This is an optimization exercise on Yosys and OpenROAD, whose aim is small area, not a production implementation. Only simulation tests tie the RTL to the original design; equivalence was not proved. No driver is modelled on the clock port, so clocking that relies on it looks cheaper here than on a real chip. Power is estimated from default activity; no workload was simulated.

Design axi_stream_insert_header, start of the top module:
module axi_stream_insert_header #(
    parameter DATA_WD = 32,
    parameter DATA_BYTE_WD = DATA_WD / 8,
    parameter BYTE_CNT_WD = $clog2(DATA_BYTE_WD)
) (
    input clk,
    input rst_n,
    input valid_in,
    input [DATA_WD-1 : 0] data_in,
    input [DATA_BYTE_WD-1 : 0] keep_in,
    input last_in,
    output ready_in,
    output valid_out,
    output [DATA_WD-1 : 0] data_out,
    output [DATA_BYTE_WD-1 : 0] keep_out,
    output last_out,
    input ready_out,
    input valid_insert,
    input [DATA_WD-1 : 0] header_insert,
    input [DATA_BYTE_WD-1 : 0] keep_insert,
    input [BYTE_CNT_WD : 0] byte_insert_cnt,
    output ready_insert
);
reg  [1:0] st;
wire s_idle = ~st[1] & ~st[0];
wire s_hdr  = ~st[1] &  st[0];
wire s_io   =  st[1] &  st[0];
wire s_wait =  st[1] & ~st[0];
reg        v3;
reg  [31:0] mem0, mem1, mem2, mem3;
reg  [1:0] cnt_lo;
reg  [2:0] cnt_hi;
wire [4:0] cnt_in = {cnt_hi, cnt_lo};
reg  [4:0] cnt_out;
reg  [2:0] bict;
reg  [3:0] kit;
reg  [3:0] kl;
reg  [31:0] dreg;
reg  [3:0] kreg;
reg        lreg;
assign ready_in     = st[0];
assign ready_insert = s_idle;
assign valid_out    = s_io;
assign data_out     = dreg;
assign last_out     = lreg;
  ...
For scale: about 190 flip-flops, ~120 I/O pins, ~0.0079 mm² of cells after synthesis.
clock: 5.5 ns
lec_check: 0
cap_margin: 0
core_margin: 2
core_utilization: 40
place_density: 0.8
slew_margin: 0
synth_hierarchical: 1
synth_minimum_keep_size: 0
standard.sh (not shown) runs the stock make flow with config.mk's settings and CLKGATE_MAP_FILE= SYNTH_SCRIPT=/design/flow/synth_recipe.tcl, a recipe that flattens the netlist after the stock synthesis.
==> flow/flow/run.sh <==
#!/bin/bash
# Standard ORFS layout (the standard.sh, standard synthesis) with:
#  - plain buf_1 cells as the port buffers,
#  - CTS with clkbuf_8 and no dummy loads,
#  - a power-recovery resize after CTS (downsizes cells that have slack).
set -uo pipefail
here=$(pwd)
export BUFFER_PORTS_ARGS="-buffer_cell sky130_fd_sc_hd__buf_1"
export CTS_ARGS="-sink_clustering_enable -repair_clock_nets -dont_use_dummy_load -buf_list sky130_fd_sc_hd__clkbuf_8"
export POST_CTS_TCL="$here/flow/post_cts.tcl"
bash standard.sh finish > flow.log 2>&1
==> flow/flow/post_cts.tcl <==
# Downsize cells that have timing slack to spare, then re-legalize.
log_cmd repair_timing -recover_power 100 -verbose
log_cmd detailed_placement
check_placement -verbose
The baseline completed without violations.
Edit:
--- a/flow/flow/run.sh
+++ b/flow/flow/run.sh
@@ -8,3 +8,3 @@
 export BUFFER_PORTS_ARGS="-buffer_cell sky130_fd_sc_hd__buf_1"
-export CTS_ARGS="-sink_clustering_enable -repair_clock_nets -dont_use_dummy_load -buf_list sky130_fd_sc_hd__clkbuf_8"
+export CTS_ARGS="-sink_clustering_enable -repair_clock_nets -dont_use_dummy_load -buf_list \"sky130_fd_sc_hd__clkbuf_4 sky130_fd_sc_hd__clkbuf_8\""
 export POST_CTS_TCL="$here/flow/post_cts.tcl"
--- a/flow/config.mk
+++ b/flow/config.mk
@@ -10,3 +10,3 @@
 export CORE_UTILIZATION = 40
-export PLACE_DENSITY = 0.8
+export PLACE_DENSITY = 0.6
 export SLEW_MARGIN = 0
=>
- The changed run passed the timing, design-rule and antenna checks
- setup slack gets better by 0.45 ns
- design area rose by about 0.44%
- total power rose by about 0.4%
- synthesized cell count stays the same
- via count fell by 2.9%
- combinational power rose by about 2%
- utilization rose by 0.21 points
- maximum frequency rose by about 11%
Edit:
--- a/flow/flow/run.sh
+++ b/flow/flow/run.sh
@@ -8,3 +8,3 @@
 export BUFFER_PORTS_ARGS="-buffer_cell sky130_fd_sc_hd__buf_1"
-export CTS_ARGS="-sink_clustering_enable -repair_clock_nets -dont_use_dummy_load -buf_list \"sky130_fd_sc_hd__clkbuf_4 sky130_fd_sc_hd__clkbuf_8\""
+export CTS_ARGS="-sink_clustering_enable -repair_clock_nets -dont_use_dummy_load -buf_list sky130_fd_sc_hd__clkbuf_8"
 export POST_CTS_TCL="$here/flow/post_cts.tcl"
--- a/flow/config.mk
+++ b/flow/config.mk
@@ -10,3 +10,4 @@
 export CORE_UTILIZATION = 40
-export PLACE_DENSITY = 0.6
+export GPL_ROUTABILITY_DRIVEN = 0
+export PLACE_DENSITY = 0.7
 export SLEW_MARGIN = 0
The new run produced a clean layout.
Die area is unchanged.
Maximum frequency rose by 2.0%.
Critical path depth is unchanged.
Power barely changes.
Synthesized cell count is unchanged.
Synthesized area does not change.
Hold slack barely changes.
Routed wire length fell by 1.3%.
Setup slack improves by 0.078 ns.
Sequential cell count is unchanged.
Edit:
--- a/flow/flow/run.sh
+++ b/flow/flow/run.sh
@@ -4,3 +4,4 @@
 #  - CTS with clkbuf_8 and no dummy loads,
-#  - a power-recovery resize after CTS (downsizes cells that have slack).
+#  - a power-recovery resize after CTS and after global routing (downsizes
+#    cells that have slack).
 set -uo pipefail
@@ -10,2 +11,3 @@
 export POST_CTS_TCL="$here/flow/post_cts.tcl"
+export RECOVER_POWER=100
 bash standard.sh finish > flow.log 2>&1
--- a/flow/config.mk
+++ b/flow/config.mk
@@ -11,3 +11,3 @@
 export GPL_ROUTABILITY_DRIVEN = 0
-export PLACE_DENSITY = 0.7
+export PLACE_DENSITY = 0.8
 export SLEW_MARGIN = 0
The new run produced a layout that fails on capacitance limit, slew limit.
Maximum frequency went down by 19%.
Worst setup slack loses 0.91 ns.
Die area does not change.
Final area went down by 0.59%.
Count of clock-buffer cells in the layout is unchanged.
Global-route usage went up by 0.29 points.
Clock power went down by about 0.9%.
Power is about the same.
Sequential power stays flat.
Clock skew went up by 0.010 ns.
Edit:
--- a/flow/flow/run.sh
+++ b/flow/flow/run.sh
@@ -4,4 +4,3 @@
 #  - CTS with clkbuf_8 and no dummy loads,
-#  - a power-recovery resize after CTS and after global routing (downsizes
-#    cells that have slack).
+#  - a power-recovery resize after CTS (downsizes cells that have slack).
 set -uo pipefail
@@ -11,3 +10,2 @@
 export POST_CTS_TCL="$here/flow/post_cts.tcl"
-export RECOVER_POWER=100
 bash standard.sh finish > flow.log 2>&1
--- a/flow/config.mk
+++ b/flow/config.mk
@@ -11,3 +11,3 @@
 export GPL_ROUTABILITY_DRIVEN = 0
-export PLACE_DENSITY = 0.8
+export PLACE_DENSITY = 0.92
 export SLEW_MARGIN = 0
What happened:
- Now the flow completed without violations
- die area is unchanged
- clock-buffer cell count does not change
- via count goes up by about 2.4%
- wire length goes up by about 2.4%
- clock skew barely changes
- hold slack got worse by 0.0068 ns

## what the ideal ports hide
In the flow no input, the clock included, has a driving cell. The finished layouts below were timed again as built, in two steps. Step 1 assumes that a clkbuf_16 drives the clock port and a buf_2 every other input. Step 2 times the ports against the registers' clock, not the clock port: input delays grow and output delays shrink by t, the midpoint of the rising clock arrivals with the driver on. Three values: no drivers, after step 1, after step 2; two values: the first two.
run | t, ns | setup WS [ns] | cell pins on the clock port's net
the first run | 0.500 | 1.038 / 1.053 / 0.553 | 1
the second run | 0.494 | 1.486 / 1.509 / 1.016 | 1
the third run | 0.491 | 1.564 / 1.574 / 1.083 | 1
the fourth run | 0.499 | 0.656 / 0.672 / 0.173 | 1
the fifth run | 0.503 | 1.441 / 1.457 / 0.954 | 1
For the fifth run, which loses most, drivers alone change the setup slack by +0.016 ns; drivers and shift together by -0.487 ns.
